This design comes from an exercise in tuning for a short achievable clock period and few clock cycles on the open sky130 flow, not from production work. In this exercise RTL edits were held to simulation tests only and were not proved equivalent to the original. The flow treats the clock pin as an ideal source, which a real chip does not have. No activity file was given, so power comes from the tool's default toggle rates.

==> flow/config.mk <==
export PLATFORM = sky130hd
export DESIGN_NAME = cpu16_core
export DESIGN_NICKNAME = cpu16_core
export VERILOG_FILES = /design/flow/design.v
export SDC_FILE = /design/flow/constraint.sdc
export NUM_CORES = 4
export LEC_CHECK = 0
export CAP_MARGIN = 20
export CORE_MARGIN = 2
export CORE_UTILIZATION = 40
export CTS_CLUSTER_DIAMETER = 80
export CTS_CLUSTER_SIZE = 24
export PLACE_DENSITY = 0.6
export SETUP_SLACK_MARGIN = 5
export SLEW_MARGIN = 20
export TNS_END_PERCENT = 100
==> flow/constraint.sdc <==
create_clock -name core_clock -period 8.0 [get_ports {clk}]
set_input_delay 1.6000 -clock core_clock [delete_from_list [all_inputs] [get_ports {clk}]]
set_output_delay 1.6000 -clock core_clock [all_outputs]
set_load 0.01 [all_outputs]
==> flow/design.v <==
`timescale 1ns / 1ps
module PC(
    input  wire        clk,
    input  wire        rst,
    output wire [15:0] addr,
    output reg         go
);
    reg [15:1] a;
    always @(posedge clk) begin
        if (rst) a <= 15'd0;
        else     a <= a + 15'd1;
    end
    assign addr = {a, 1'b0};
    always @(posedge clk or posedge rst) begin
        if (rst) go <= 1'b0;
        else     go <= 1'b1;
    end
endmodule
`timescale 1ns / 1ps
module Decoder(
    input  wire [15:0] instr,
    output wire [3:0]  src1,
    output wire [3:0]  src2,
    output wire [3:0]  rd,
    output wire        itype,
    output wire [7:0]  imm,
    output wire        is_add,    
    output wire        is_sub,    
    output wire        is_or,
    output wire        is_and,
    output wire        is_slt,
    output wire        is_shl,
    output wire        is_shr
);
    wire [3:0] op = instr[15:12];
    assign src1  = instr[11:8];
    assign src2  = instr[7:4];
    assign imm   = instr[7:0];
    assign itype = (op == 4'd5) || (op == 4'd7) || (op == 4'd8);
    assign rd    = itype ? instr[11:8] : instr[3:0];
    assign is_add = (op == 4'd0) || (op == 4'd7);
    assign is_sub = (op == 4'd1) || (op == 4'd8);
    assign is_or  = (op == 4'd2);
    assign is_and = (op == 4'd3);
    assign is_slt = (op == 4'd4);
    assign is_shl = (op == 4'd5) && !instr[7];
    assign is_shr = (op == 4'd5) &&  instr[7];
endmodule
`timescale 1ns / 1ps
module Registers(
    input  wire        clk,
    input  wire        rst,
    input  wire [15:1] sel1,
    input  wire [15:1] sel2,
    input  wire [15:1] we,
    input  wire [15:0] write_data,
    output wire [15:0] SR1_OUT,
    output wire [15:0] SR2_OUT
);
    wire [15:0] t1 [0:15];
    wire [15:0] t2 [0:15];
    assign t1[0] = 16'd0;
    assign t2[0] = 16'd0;
    genvar g;
    generate
        for (g = 1; g < 16; g = g + 1) begin : gr
            reg [15:0] q;
            always @(posedge clk or posedge rst) begin
                if (rst)
                    q <= 16'd0;
                else if (we[g])
                    q <= write_data;
            end
            assign t1[g] = t1[g-1] | ({16{sel1[g]}} & q);
            assign t2[g] = t2[g-1] | ({16{sel2[g]}} & q);
        end
    endgenerate
    assign SR1_OUT = t1[15];
    assign SR2_OUT = t2[15];
endmodule
`timescale 1ns / 1ps
module ALU(
    input  wire [15:0] x,
    input  wire [15:0] xs,
    input  wire [15:0] k,
    input  wire [15:0] h,
    input  wire        ci,
    input  wire [3:0]  shl_amt,
    input  wire [3:0]  shr_amt,
    output wire [15:0] sum,
    output wire        co,
    output wire [15:0] or_r,
    output wire [15:0] and_r,
    output wire [15:0] shl,
    output wire [15:0] shr
);
    wire [16:0] s = {1'b0, x} + {1'b0, k} + {16'd0, ci};
    assign sum   = x ^ h ^ (s[15:0] ^ x ^ k);
    assign co    = s[16];
    assign or_r  = x | k;
    assign and_r = x & k;
    assign shl   = xs << shl_amt;
    assign shr   = xs >> shr_amt;
endmodule
`timescale 1ns / 1ps
module Control_Unit (
    input  wire [3:0]  src,
    input  wire        src_used,
    input  wire        v1,
    input  wire [3:0]  rd1,
    input  wire        v2,
    input  wire [3:0]  rd2,
    output wire        fwd,
    output wire        byp,
    output wire [15:1] sel
);
    wire nz = src_used && (src != 4'd0);
    assign fwd = nz && v1 && (rd1 == src);
    assign byp = nz && v2 && (rd2 == src);
    genvar j;
    generate
        for (j = 1; j < 16; j = j + 1) begin : s
            assign sel[j] = src_used && (src == j);
        end
    endgenerate
endmodule
`timescale 1ns / 1ps
module cpu16_core (
    input  wire        clk,
    input  wire        rst,
    output wire [15:0] imem_addr,
    input  wire [15:0] imem_data,
    output wire        retire_valid,
    output wire [3:0]  retire_rd,
    output wire [15:0] retire_data
);
    wire go;
    PC pc_inst (
        .clk(clk),
        .rst(rst),
        .addr(imem_addr),
        .go(go)
    );
    wire [3:0] src1, src2, rd;
    wire       itype;
    wire [7:0] imm;
    wire       d_add, d_sub, d_or, d_and, d_slt, d_shl, d_shr;
    Decoder dec_inst (
        .instr(imem_data),
        .src1(src1),
        .src2(src2),
        .rd(rd),
        .itype(itype),
        .imm(imm),
        .is_add(d_add),
        .is_sub(d_sub),
        .is_or(d_or),
        .is_and(d_and),
        .is_slt(d_slt),
        .is_shl(d_shl),
        .is_shr(d_shr)
    );
    reg         ir_v;
    reg  [3:0]  ir_rd;
    reg         ex_v;
    reg  [3:0]  ex_rd;
    reg         wb_v;
    reg  [3:0]  wb_rd;
    reg  [15:0] res;        
    reg  [15:0] res_sh;     
    reg  [15:0] wb_data;    
    reg  [15:0] out_data;   
    reg  [15:1] wb_we;      
    wire        fwd1, byp1, fwd2, byp2;
    wire [15:1] sel1, sel2;
    Control_Unit hz1 (
        .src(src1), .src_used(1'b1),
        .v1(ir_v), .rd1(ir_rd), .v2(ex_v), .rd2(ex_rd),
        .fwd(fwd1), .byp(byp1), .sel(sel1)
    );
    Control_Unit hz2 (
        .src(src2), .src_used(!itype),
        .v1(ir_v), .rd1(ir_rd), .v2(ex_v), .rd2(ex_rd),
        .fwd(fwd2), .byp(byp2), .sel(sel2)
    );
    wire swap = fwd2 & !fwd1;
    reg  [15:1] ir_s1, ir_s2;      
    reg         ir_b1, ir_b2;      
    reg         ir_it;             
    reg  [7:0]  ir_imm;
    reg         ir_f1, ir_f2, ir_swap;
    reg         ir_add, ir_sub, ir_or, ir_and, ir_slt, ir_shl, ir_shr;
    always @(posedge clk or posedge rst) begin
        if (rst) ir_v <= 1'b0;
        else     ir_v <= go;
    end
    always @(posedge clk) begin
        ir_rd   <= rd;
        ir_s1   <= sel1;
        ir_s2   <= sel2;
        ir_b1   <= byp1;
        ir_b2   <= byp2;
        ir_it   <= itype;
        ir_imm  <= imm;
        ir_f1   <= fwd1;
        ir_f2   <= fwd2;
        ir_swap <= swap;
        ir_add  <= d_add;
        ir_sub  <= d_sub;
        ir_or   <= d_or;
        ir_and  <= d_and;
        ir_slt  <= d_slt;
        ir_shl  <= d_shl;
        ir_shr  <= d_shr;
    end
    wire [15:0] rf1, rf2;
    Registers reg_inst (
        .clk(clk),
        .rst(rst),
        .sel1(ir_s1),
        .sel2(ir_s2),
        .we(wb_we),
        .write_data(wb_data),
        .SR1_OUT(rf1),
        .SR2_OUT(rf2)
    );
    wire [15:0] opa   = ir_b1 ? wb_data : rf1;
    wire [15:0] opb   = ir_it ? {8'd0, ir_imm} : (ir_b2 ? wb_data : rf2);
    wire [15:0] other = ir_swap ? opa : opb;
    wire        subl  = ir_sub | ir_slt;
    wire        both  = ir_f1 & ir_f2;
    wire        fx    = ir_f1 | ir_f2;
    wire [15:0] k     = other ^ {16{subl}};
    wire [15:0] h     = other ^ {16{subl & !(ir_sub & ir_swap)}};
    wire        ci    = subl & !ir_swap;
    reg [15:0] ex_a, ex_k, ex_h;
    reg        ex_ci;
    reg [3:0]  ex_shl_r, ex_shr_r, ex_shl_a, ex_shr_a;    
    reg        s_sum_r, s_sum_a, s_or_r, s_or_a, s_and_r, s_and_a;
    reg        s_shl_r, s_shl_a, s_shr_r, s_shr_a;
    reg        s_lt_r, s_lt_a, s_ltinv;
    reg        s_dbl, s_same;
    always @(posedge clk or posedge rst) begin
        if (rst) ex_v <= 1'b0;
        else     ex_v <= ir_v;
    end
    always @(posedge clk) begin
        ex_rd   <= ir_rd;
        ex_a    <= opa;
        ex_k    <= k;
        ex_h    <= h;
        ex_ci   <= ci;
        ex_shl_r <= ir_imm[3:0] & {4{ir_shl & fx}};
        ex_shr_r <= ir_imm[3:0] & {4{ir_shr & fx}};
        ex_shl_a <= ir_imm[3:0] & {4{ir_shl & !fx}};
        ex_shr_a <= ir_imm[3:0] & {4{ir_shr & !fx}};
        s_sum_r <= (ir_add | ir_sub) & fx & !both;
        s_sum_a <= (ir_add | ir_sub) & !fx;
        s_or_r  <= ir_or  & fx & !both;
        s_or_a  <= ir_or  & !fx;
        s_and_r <= ir_and & fx & !both;
        s_and_a <= ir_and & !fx;
        s_shl_r <= ir_shl & fx;
        s_shl_a <= ir_shl & !fx;
        s_shr_r <= ir_shr & fx;
        s_shr_a <= ir_shr & !fx;
        s_lt_r  <= ir_slt & fx & !both;
        s_lt_a  <= ir_slt & !fx;
        s_ltinv <= !ir_swap;
        s_dbl   <= ir_add & both;
        s_same  <= (ir_or | ir_and) & both;
    end
    wire [15:0] sum_r, or_r, and_r, shl_r, shr_r;
    wire [15:0] sum_a, or_a, and_a, shl_a, shr_a;
    wire        co_r, co_a;
    ALU alu_r (
        .x(res), .xs(res_sh), .k(ex_k), .h(ex_h), .ci(ex_ci), .shl_amt(ex_shl_r), .shr_amt(ex_shr_r),
        .sum(sum_r), .co(co_r), .or_r(or_r), .and_r(and_r),
        .shl(shl_r), .shr(shr_r)
    );
    ALU alu_a (
        .x(ex_a), .xs(ex_a), .k(ex_k), .h(ex_h), .ci(ex_ci), .shl_amt(ex_shl_a), .shr_amt(ex_shr_a),
        .sum(sum_a), .co(co_a), .or_r(or_a), .and_r(and_a),
        .shl(shl_a), .shr(shr_a)
    );
    wire lt_r = co_r ^ s_ltinv;
    wire lt_a = co_a ^ s_ltinv;
    wire [15:0] alu_result =
          ({16{s_sum_r}} & sum_r) | ({16{s_sum_a}} & sum_a)
        | ({16{s_or_r }} & or_r ) | ({16{s_or_a }} & or_a )
        | ({16{s_and_r}} & and_r) | ({16{s_and_a}} & and_a)
        | ({16{s_shl_r}} & shl_r) | ({16{s_shl_a}} & shl_a)
        | ({16{s_shr_r}} & shr_r) | ({16{s_shr_a}} & shr_a)
        | {15'd0, (s_lt_r & lt_r) | (s_lt_a & lt_a)}
        | ({16{s_dbl}} & {res[14:0], 1'b0})
        | ({16{s_same}} & res);
    wire [15:1] we_n;
    genvar j;
    generate
        for (j = 1; j < 16; j = j + 1) begin : wdec
            assign we_n[j] = ex_v && (ex_rd == j);
        end
    endgenerate
    always @(posedge clk or posedge rst) begin
        if (rst) wb_v <= 1'b0;
        else     wb_v <= ex_v;
    end
    always @(posedge clk) begin
        wb_rd <= ex_rd;
        wb_we <= we_n;
        res   <= alu_result;
        res_sh   <= alu_result & {16{(ir_shl | ir_shr) & (ir_f1 | ir_f2)}};
        wb_data  <= alu_result & {16{|we_n}};
        out_data <= alu_result & {16{ex_v}};
    end
    reg        rt_v;
    reg [3:0]  rt_rd;
    reg [15:0] rt_data;
    always @(posedge clk or posedge rst) begin
        if (rst) rt_v <= 1'b0;
        else     rt_v <= wb_v;
    end
    always @(posedge clk) begin
        rt_rd   <= wb_rd;
        rt_data <= out_data;
    end
    assign retire_valid = rt_v;
    assign retire_rd    = rt_rd;
    assign retire_data  = rt_data;
endmodule
==> flow/flow/run.sh <==
#!/bin/bash
set -euo pipefail
here=$(pwd)
bash standard.sh \
  SETUP_SLACK_MARGIN=6.0 \
  SYNTH_SCRIPT="$here/flow/synth.tcl" \
  ADDER_MAP_FILE= \
  PRE_CTS_TCL="$here/flow/cts_root.tcl" \
  finish > standard_flow.log 2>&1
==> flow/flow/abc_delay.script <==
strash
dch -f
map -D 100
buffer -c
upsize -c
dnsize -c
==> flow/flow/cts_root.tcl <==
rename clock_tree_synthesis my_orig_clock_tree_synthesis
proc clock_tree_synthesis {args} {
  my_orig_clock_tree_synthesis {*}$args
  remove_clock_root_buffer
}

proc crb_out_net {inst} {
  foreach it [$inst getITerms] {
    if {[$it isOutputSignal] && [$it getNet] ne "NULL"} { return [$it getNet] }
  }
  return "NULL"
}
proc crb_in_iterm {inst} {
  foreach it [$inst getITerms] {
    if {[$it isInputSignal] && [$it getNet] ne "NULL"} { return $it }
  }
  return "NULL"
}
proc crb_is_buf {inst} {
  return [string match "sky130_fd_sc_hd__clkbuf_*" [[$inst getMaster] getName]]
}

proc remove_clock_root_buffer {} {
  set block [ord::get_db_block]
  set port_net [$block findNet clk]
  if {$port_net eq "NULL"} { puts "remove_clock_root_buffer: no clock net"; return }
  set sinks [$port_net getITerms]
  if {[llength $sinks] != 1} { puts "remove_clock_root_buffer: clock port has [llength $sinks] sinks, skip"; return }
  set root [[lindex $sinks 0] getInst]
  if {![crb_is_buf $root]} { puts "remove_clock_root_buffer: root is not a buffer, skip"; return }
  set root_net [crb_out_net $root]
  set loads {}
  set dummies {}
  foreach it [$root_net getITerms] {
    if {[$it isOutputSignal]} continue
    set inst [$it getInst]
    if {[crb_out_net $inst] eq "NULL" && [string match "clkload*" [$inst getName]]} { lappend dummies $inst; continue }
    if {![crb_is_buf $inst]} { puts "remove_clock_root_buffer: root drives [$inst getName], skip"; return }
    lappend loads $it
  }
  if {[llength $loads] < 1 || [llength $loads] > 4} { puts "remove_clock_root_buffer: root drives [llength $loads] buffers, skip"; return }
  foreach d $dummies { odb::dbInst_destroy $d }
  foreach it $loads {
    $it disconnect
    $it connect $port_net
  }
  odb::dbInst_destroy $root
  odb::dbNet_destroy $root_net
  puts "remove_clock_root_buffer: clock port now drives [llength $loads] clock buffers directly; removed the root buffer and [llength $dummies] dummy loads"
  swap_clock_tree_buffers $port_net
}

# The buffers the clock port drives become buf_16, and the buffers below
# them (the leaves, which drive the registers) become buf_8, or buf_12 for
# a leaf with more than 16 loads: at these loads they switch faster than
# clkbuf_16, and buf_8 loads the level above less.
proc swap_clock_tree_buffers {port_net} {
  set db [ord::get_db]
  set b16 [$db findMaster sky130_fd_sc_hd__buf_16]
  set b12 [$db findMaster sky130_fd_sc_hd__buf_12]
  set b8 [$db findMaster sky130_fd_sc_hd__buf_8]
  if {$b16 eq "NULL" || $b12 eq "NULL" || $b8 eq "NULL"} { puts "swap_clock_tree_buffers: missing buffer"; return }
  set n 0
  set todo [list $port_net]
  while {[llength $todo]} {
    set net [lindex $todo 0]
    set todo [lrange $todo 1 end]
    foreach it [$net getITerms] {
      if {[$it isOutputSignal]} continue
      set inst [$it getInst]
      if {![crb_is_buf $inst]} continue
      set out [crb_out_net $inst]
      if {$out eq "NULL"} continue
      if {$net eq $port_net} {
        lappend todo $out
        $inst swapMaster $b16
      } else {
        set loads [expr {[llength [$out getITerms]] - 1}]
        if {$loads > 16} { $inst swapMaster $b12 } else { $inst swapMaster $b8 }
      }
      incr n
    }
  }
  puts "swap_clock_tree_buffers: $n clock buffers swapped"
}
==> flow/flow/synth.tcl <==
# The standard flow's synthesis (synth_recipe.tcl: ORFS synth.tcl without the fsm and
# share passes, flattened, function nets renamed), with one change: the
# final technology mapping runs ABC with a delay-driven script
# (abc_delay.script) in place of ORFS's abc_speed.script. Registers are
# untouched: ABC maps only the logic between them.
set ::own_abc_script [file join [file dirname [file normalize [info script]]] abc_delay.script]
proc synth {args} { yosys synth -nofsm -noshare {*}$args }
proc abc {args} {
  set i [lsearch -exact $args -script]
  if {$i >= 0} { lset args [expr {$i + 1}] $::own_abc_script }
  yosys abc {*}$args
}
source $::env(SCRIPTS_DIR)/synth.tcl
# left out here: clear keep_hierarchy, flatten, clean up, hide names made inside functions, write 1_2_yosys.v
==> flow/standard.sh <==
#!/bin/bash
# synth_recipe.tcl (not shown) runs the flow's synth.tcl, then flattens the netlist and writes it again
# the make line also repeats each setting of config.mk as NAME=value (left out here)
make -C /OpenROAD-flow-scripts/flow DESIGN_CONFIG=/design/flow/config.mk WORK_HOME=/design/flow/orfs CLKGATE_MAP_FILE= SYNTH_SCRIPT=/design/flow/synth_recipe.tcl "${@:-finish}"
==> impl_metrics.yaml, run 1 <==
timing:
  hold-worst-slack_ns: 0.328
  finalSetupTns_ns: 0
  worst_pin_slew_ns: 0.934
  setup_slack_ns: 5.55
  maxSlewHeadroom: 0.378
  period_minus_slack_ns: 2.45
  drv_slew: 0
  fin_crit_sh: 0.306
  fin_skew_ns: 0.0285
  fmaxAchievable_mhz: 408
  hold_violations: 0
  rsz0062_at_grt: "yes"
  finalSetupViolCount: 0
logic_synthesis:
  synth_edf_count: 0
  yosysWarnings: 3
  syn-num-nets: 3140
  synth_area_leaders: "dfrtp_1, dfxtp_1, nand2_1, nor2_1, a21oi_1"
  synth_area_leader_cell: "dfrtp_1"
  synth_seq_area_share: 0.460
  netlist.area_leader.share: 0.250
  yosys_register_bits: 502
  avgSynthCellArea_sq_um: 7.85
  synthArstFlopShare: 0.488
  synth_cell_type_count: 73
  syn_area_sq_um: 24500
  syn_inst: 3122
  ys.flop_type: "dfxtp_1"
run_status:
  status: "finished clean"
setup_path:
  startpoint_type: "register"
  end_kind: "primary output"
  cp.arrival_ns: 0.85
  path_class: "reg2out"
  slowest_stage: "dfrtp_1"
  crit_family: "flip-flops"
  path_cells: "buf_6"
  critPathRequiredTime_ns: 6.40
  path_buf_inv: 1
  cp_max_fo: 1
  cp_slowest_stage_delay_ns: 0.39
cells_and_area:
  drive_gt1_frac: 0.266
  nNetsFinal: 3272
  final_cell_mix: "nand2_1, nor2_1, a21oi_1, dfrtp_1, inv_1"
  design_area_sq_um: 30900
  final_common_cell: "nand2_1"
  area_delta_synth_final_pct: 26.0
place:
  gp_congestion: 1.04
  dp.final_hpwl_microns: 70500
  io_buffers: 53
  place_area_sq_um: 25800
  place_ws_ns: 4.02
detailed_routing:
  ant_nets: 0
  wl_per_cell_microns: 25.9
  vias: 24600
  drcViolationCount: 0
  finalWirelength_microns: 105000
  first_pass_iters: 7
  drtIter0Drc: 2764
  viasPerCell: 6.06
pwr:
  fin_total_pwr_mw: 8.56
  peakVddDrop_v: 0.000228
  powerDensity_nw_per_um2: 277
  leakagePower_nw: 12.3
clock_tree:
  insertion_delay_ns: 0.35
  hold_buffers: 0
  clk_pin_slew_ns: 0.10
  tritoncts: "built"
  cts_buffers: 34
  clock-sinks: 502
die:
  fp-row-count: 90
  die_w_microns: 252
  die_h_microns: 252
  core_area_sq_um: 60500
  io_pins: 55
  dieArea_sq_um: 63300
  start_util: 0.405
grt:
  antenna_found_initial: 0
  grt_pass1_vias: 23400
  grt_max_degree: 46
  overflow: 0
  grt_pass1_wl_microns: 152000
  track_usage: 0.321
worst_hold_path:
  min_path_type: "reg2reg"
run:
  max_cap_viol_count: 0
[sequential cells by signal, indices dropped and copies added (netlist names), 16 cells and up]
name,count
res_sh,16
res,16
ex_k,16
wb_data,16
reg_inst.gr.q,240
ex_a,16
out_data,16
rt_data,16
ex_h,16
[cells in the mapped netlist, types with 5 or more instances]
cell	instances
o22ai_1	41
inv_1	247
nand4_1	59
buf_4	5
a31oi_1	51
clkbuf_1	117
nor2_2	6
a2111oi_0	8
xor2_1	50
a22oi_1	152
clkinv_1	14
nor2_1	403
a21boi_0	6
a221oi_1	27
dfrtp_1	245
o221ai_1	33
o211ai_1	30
o21ai_1	18
o2111ai_1	11
dfxtp_1	257
nand3_1	101
xnor2_1	14
o21bai_1	8
mux2i_1	10
or2_2	7
buf_2	46
o21ai_0	240
nor3_1	30
a211oi_1	9
nand2_1	487
a31o_2	9
a21oi_1	293
[path summary, 6_finish.rpt]
check	startpoint	endpoint	slack [ns]	cells past startpoint
setup / recovery	rt_v	retire_valid	5.55	1
hold / removal	wb_rd[1]	rt_rd[1]	0.33	0
setup reg to reg	ex_shl_a[0]	wb_data[0]	5.93	9
hold reg to reg	wb_rd[1]	rt_rd[1]	0.33	0
max in group asynchronous	rst	reg_inst.gr[5].q[15]	6.13	3
min in group asynchronous	rst	reg_inst.gr[9].q[3]	1.23	2
[metrics by stage]
stage	util	cells
floorplan	-	3122
global placement	0.427	3826
detailed placement	0.427	3826
CTS	0.480	3994
global route	0.511	4061
finish	0.511	4062
[power by group]
part           internal (mW)  switching [mW]  total (mW)  leakage (nW)
registers               3.20           0.765        3.96          5.13
clock network          0.788            1.01        1.80         0.463
logic                   1.04            1.76        2.80          6.75
[layout make-up]
| class | instances | area (sq um) |
|---|---|---|
| clock inverter | 21 | 297 |
| timing repair buffer | 267 | 2520 |
| timing repair inverter | 5 | 78.8 |
| antenna | 1 | 2.50 |
| multi-input combinational | 2181 | 13600 |
| tap | 782 | 978 |
| inverter | 264 | 1220 |
| clock buffer | 39 | 689 |
| fill | 5714 | 29600 |
| sequential | 502 | 11500 |
[cells by family (layout without fill, tap and decap cells)]
kind of cell	Yosys count	count (layout)	share of synthesized area
buffers and inverters	439	596	0.0716
AND/OR/NAND/NOR	1118	1118	0.190
AO/OA/AOI/OAI	985	985	0.250
XOR/XNOR	66	66	0.0242
other	2	3	0.000306
multiplexers	10	10	0.00408
flip-flops	502	502	0.460
[layer usage]
metal | vias up | global-route usage | wire [microns]
met5 | - | 0 | 0
met4 | 0 | 0.202 | 7760
met3 | 403 | 0.0500 | 8640
met2 | 1360 | 0.525 | 48400
met1 | 11700 | 0.397 | 40400
li1 | 11100 | - | -
[what timing repair did]
item | 4_1_cts | 5_1_grt
endpoints found under the setup margin | 446 | 159
resized for setup | 645 | 377
buffers inserted | 102 | 67
pin swaps | 67 | 118
cloned | 6 | 0
Testbench counts, summed over its fixed seeds: cycles 48,032.
==> run 2: changes to the inputs <==
--- a/flow/design.v
+++ b/flow/design.v
@@ -313,18 +313,7 @@
         wb_data  <= alu_result & {16{|we_n}};
         out_data <= alu_result & {16{ex_v}};
     end
-    reg        rt_v;
-    reg [3:0]  rt_rd;
-    reg [15:0] rt_data;
-    always @(posedge clk or posedge rst) begin
-        if (rst) rt_v <= 1'b0;
-        else     rt_v <= wb_v;
-    end
-    always @(posedge clk) begin
-        rt_rd   <= wb_rd;
-        rt_data <= out_data;
-    end
-    assign retire_valid = rt_v;
-    assign retire_rd    = rt_rd;
-    assign retire_data  = rt_data;
+    assign retire_valid = wb_v;
+    assign retire_rd    = wb_rd;
+    assign retire_data  = out_data;
 endmodule
--- a/flow/config.mk
+++ b/flow/config.mk
@@ -8,8 +8,6 @@
 export CAP_MARGIN = 20
 export CORE_MARGIN = 2
 export CORE_UTILIZATION = 40
-export CTS_CLUSTER_DIAMETER = 80
-export CTS_CLUSTER_SIZE = 24
 export PLACE_DENSITY = 0.6
 export SETUP_SLACK_MARGIN = 5
 export SLEW_MARGIN = 20
==> run 2 against run 1 <==
Effect of this change:
- final cell count increased by 2.9%
- final area is 2.8% higher
- sequential cell count down 21
- wire length is 2.2% higher
- die area shrank 1.7%
- critical path depth stayed put
- clock-buffer cell count rose by 43
- sequential power shrank 3%
- worst setup slack got worse by 0.038 ns
- area after synthesis down 1.7%
- critical path type unchanged
- highest routed layer is now met5
==> impl_metrics.yaml, run 2 <==
grt:
  track_usage: 0.328
  grt_pass1_wl_microns: 153000
  overflow: 0
  antenna_found_initial: 2
  grt_max_degree: 67
  grt_pass1_vias: 23500
setup_path:
  end_kind: "primary output"
  path_class: "reg2out"
  startpoint_type: "register"
  cp_max_fo: 1
  startpoint: "wb_v"
  slowest_stage: "dfrtp_1"
  cp.arrival_ns: 0.89
  cp_slowest_stage_delay_ns: 0.40
  worstReg2RegStart: "ex_k[9]"
  critPathRequiredTime_ns: 6.40
  path_cells: "buf_6"
  crit_family: "flip-flops"
  path_buf_inv: 1
worst_hold_path:
  hp-start: "pc_inst.go"
  min_path_type: "reg2reg"
logic_synthesis:
  synthAdderAreaFrac: 0
  avgSynthCellArea_sq_um: 7.69
  netlist.area_leader.share: 0.253
  syn_area_sq_um: 24100
  synth_edf_count: 0
  synth_compound_area_frac: 0.247
  muxShareOfSynthArea: 0.00582
  synthSimpleGateAreaFrac: 0.198
  synth_common_cells: "nand2_1, nor2_1, inv_1, a21oi_1, o21ai_0"
  synth_seq_area_share: 0.450
  yosys_register_bits: 481
  yosysWarnings: 3
  synth_top_family_by_area: "compound AO/OA/AOI/OAI gates"
  ys.flop_type: "dfrtp_1"
  synth_area_leader_cell: "dfrtp_1"
  syn_inst: 3133
  syn-num-nets: 3151
  synth_area_leaders: "dfrtp_1, dfxtp_1, nand2_1, nor2_1, a21oi_1"
  synthArstFlopShare: 0.507
  synth_cell_type_count: 68
  synth.most_common_cell: "nand2_1"
  synth-xor-area-share: 0.0239
pwr:
  powerDensity_nw_per_um2: 279
  peakVddDrop_v: 0.000194
  leakagePower_nw: 13.0
timing:
  finalSetupViolCount: 0
  fin_crit_sh: 0.311
  hold_violations: 0
  maxSlewHeadroom: 0.350
  drv_slew: 0
  rsz0062_at_grt: "yes"
  period_minus_slack_ns: 2.49
  finalSetupTns_ns: 0
  fmaxAchievable_mhz: 402
  fin_skew_ns: 0.0239
  worst_pin_slew_ns: 0.975
clock_tree:
  clock-sinks: 481
  insertion_delay_ns: 0.38
  clk_pin_slew_ns: 0.08
  tritoncts: "built"
  cts_buffers: 51
  hold_buffers: 0
detailed_routing:
  viasPerCell: 6.10
  vias: 25500
  drtIter0Drc: 3200
  wl_per_cell_microns: 25.7
  finalWirelength_microns: 107000
  first_pass_iters: 6
  drcViolationCount: 0
  ant_nets: 0
place:
  dp.final_hpwl_microns: 72100
  io_buffers: 53
  gp_congestion: 1.03
  dp_cells: 3839
cells_and_area:
  multi_input_area_sq_um: 13900
  nNetsFinal: 3378
  utilization: 0.536
  final_common_cell: "nand2_1"
  area_delta_synth_final_pct: 31.8
  largest_reg_flops: 240
  finalNonFillerCells: 4178
  drive_gt1_frac: 0.296
  top_register: "reg_inst.gr.q"
  regArea_sq_um: 11100
  fill_cells: 5502
  final_cell_mix: "nand2_1, nor2_1, dfrtp_1, a21oi_1, buf_4"
die:
  die_h_microns: 249
  dieArea_sq_um: 62200
  fp-row-count: 89
  core_area_sq_um: 59200
  io_pins: 55
  start_util: 0.407
  die_w_microns: 249
run_status:
  status: "finished clean"
run:
  max_cap_viol_count: 0
[run 2: cell count changes in the layout (fill, tap and decap cells not counted), moves of 16 or more]
cell,delta
buf_8,+34
a21oi_1,-25
buf_4,+55
nand3_1,-21
dfxtp_1,-18
inv_1,+16
nand2_1,+30
[run 2: path summary, 6_finish.rpt]
kind / cells after the start / slack [ns] / end
max reg2reg: 9 / 5.84 / out_data[0]
min: 0 / 0.36 / ir_v
min reg2reg: 0 / 0.36 / ir_v
min in group asynchronous: 2 / 1.20 / reg_inst.gr[9].q[2]
max in group asynchronous: 3 / 6.21 / reg_inst.gr[1].q[8]
max: 1 / 5.51 / retire_valid
[run 2: cell type report]
class | instances | share of cell area
timing repair buffer | 339 | 0.100
multi-input combinational | 2194 | 0.438
inverter | 290 | 0.0414
sequential | 481 | 0.350
clock inverter | 13 | 0.00453
clock buffer | 82 | 0.0345
antenna | 2 | 0.000158
timing repair inverter | 4 | 0.00158
tap | 773 | 0.0305
[run 2: per-layer routing]
metal  wire length (microns)  track usage
met1                   41500        0.417
met5                      23            0
met2                   49800        0.530
met4                    6430        0.172
met3                    9710       0.0617
[run 2: stage by stage]
step                      area, sq um  hold slack, ns  power (mW)  setup WS [ns]
final                           31800           0.357        8.86           5.51
after global routing            31800           0.372        9.26           5.49
after CTS                       29300           0.356        8.33           5.49
after detailed placement        25500           0.339        5.92           4.26
after global placement          25500           0.334        5.87           4.31
after floorplan                 24400           0.329        5.02           5.46
[run 2: cell families after synthesis]
logic type / count (synthesis)
AOI/OAI and AO/OA: 963
other: 2
muxes: 14
buffers and inverters: 458
and+or+nand+nor: 1150
DFF: 481
xor gates and xnor gates: 65
[run 2: timing repair]
| item | CTS | global route |
|---|---|---|
| buffers inserted | 131 | 105 |
| setup endpoints to repair | 444 | 158 |
| resized for setup | 745 | 415 |
| pin swaps | 62 | 145 |
| gates cloned | 4 | 2 |
[run 2: where the power goes]
| part | leakage [nW] | total, mW | internal, mW | switching, mW |
|---|---|---|---|---|
| Clock | 0.601 | 2.00 | 0.999 | 1.00 |
| Combinational | 7.39 | 3.02 | 1.13 | 1.89 |
| Sequential | 4.98 | 3.84 | 3.08 | 0.762 |
Testbench counts of run 2, summed over its fixed seeds: cycles 48,024.

afterwards: timing with drivers on the ports:
No port has a modelled driver above. Below, the same layouts with a new extraction and two added sets of constraints.
Step 1 (the two cells are an assumption about what drives the block):
set clk [get_ports {clk}]
set_driving_cell -lib_cell sky130_fd_sc_hd__clkbuf_16 $clk
set_driving_cell -lib_cell sky130_fd_sc_hd__buf_2 [delete_from_list [all_inputs] $clk]
Step 2 times the ports against the registers' clock, not the clock port: input delays grow and output delays shrink by t, the midpoint of the rising clock arrivals with the driver on.
Three values: ideal ports, drivers, drivers and shift; two values: the first two.
| run | t (ns) | setup WS [ns] | clock arrival spread, ns | worst data-port slew with drivers (ns) |
|---|---|---|---|---|
| run 1 | 0.483 | 5.548 / 5.405 / 5.480 | 0.030 / 0.031 | 0.06 |
| run 2 | 0.511 | 5.510 / 5.362 / 5.348 | 0.024 / 0.024 | 0.10 |
After both steps every run listed still meets setup and hold. For run 2, which loses most, drivers alone change the setup slack by -0.148 ns; drivers and shift together by -0.162 ns.
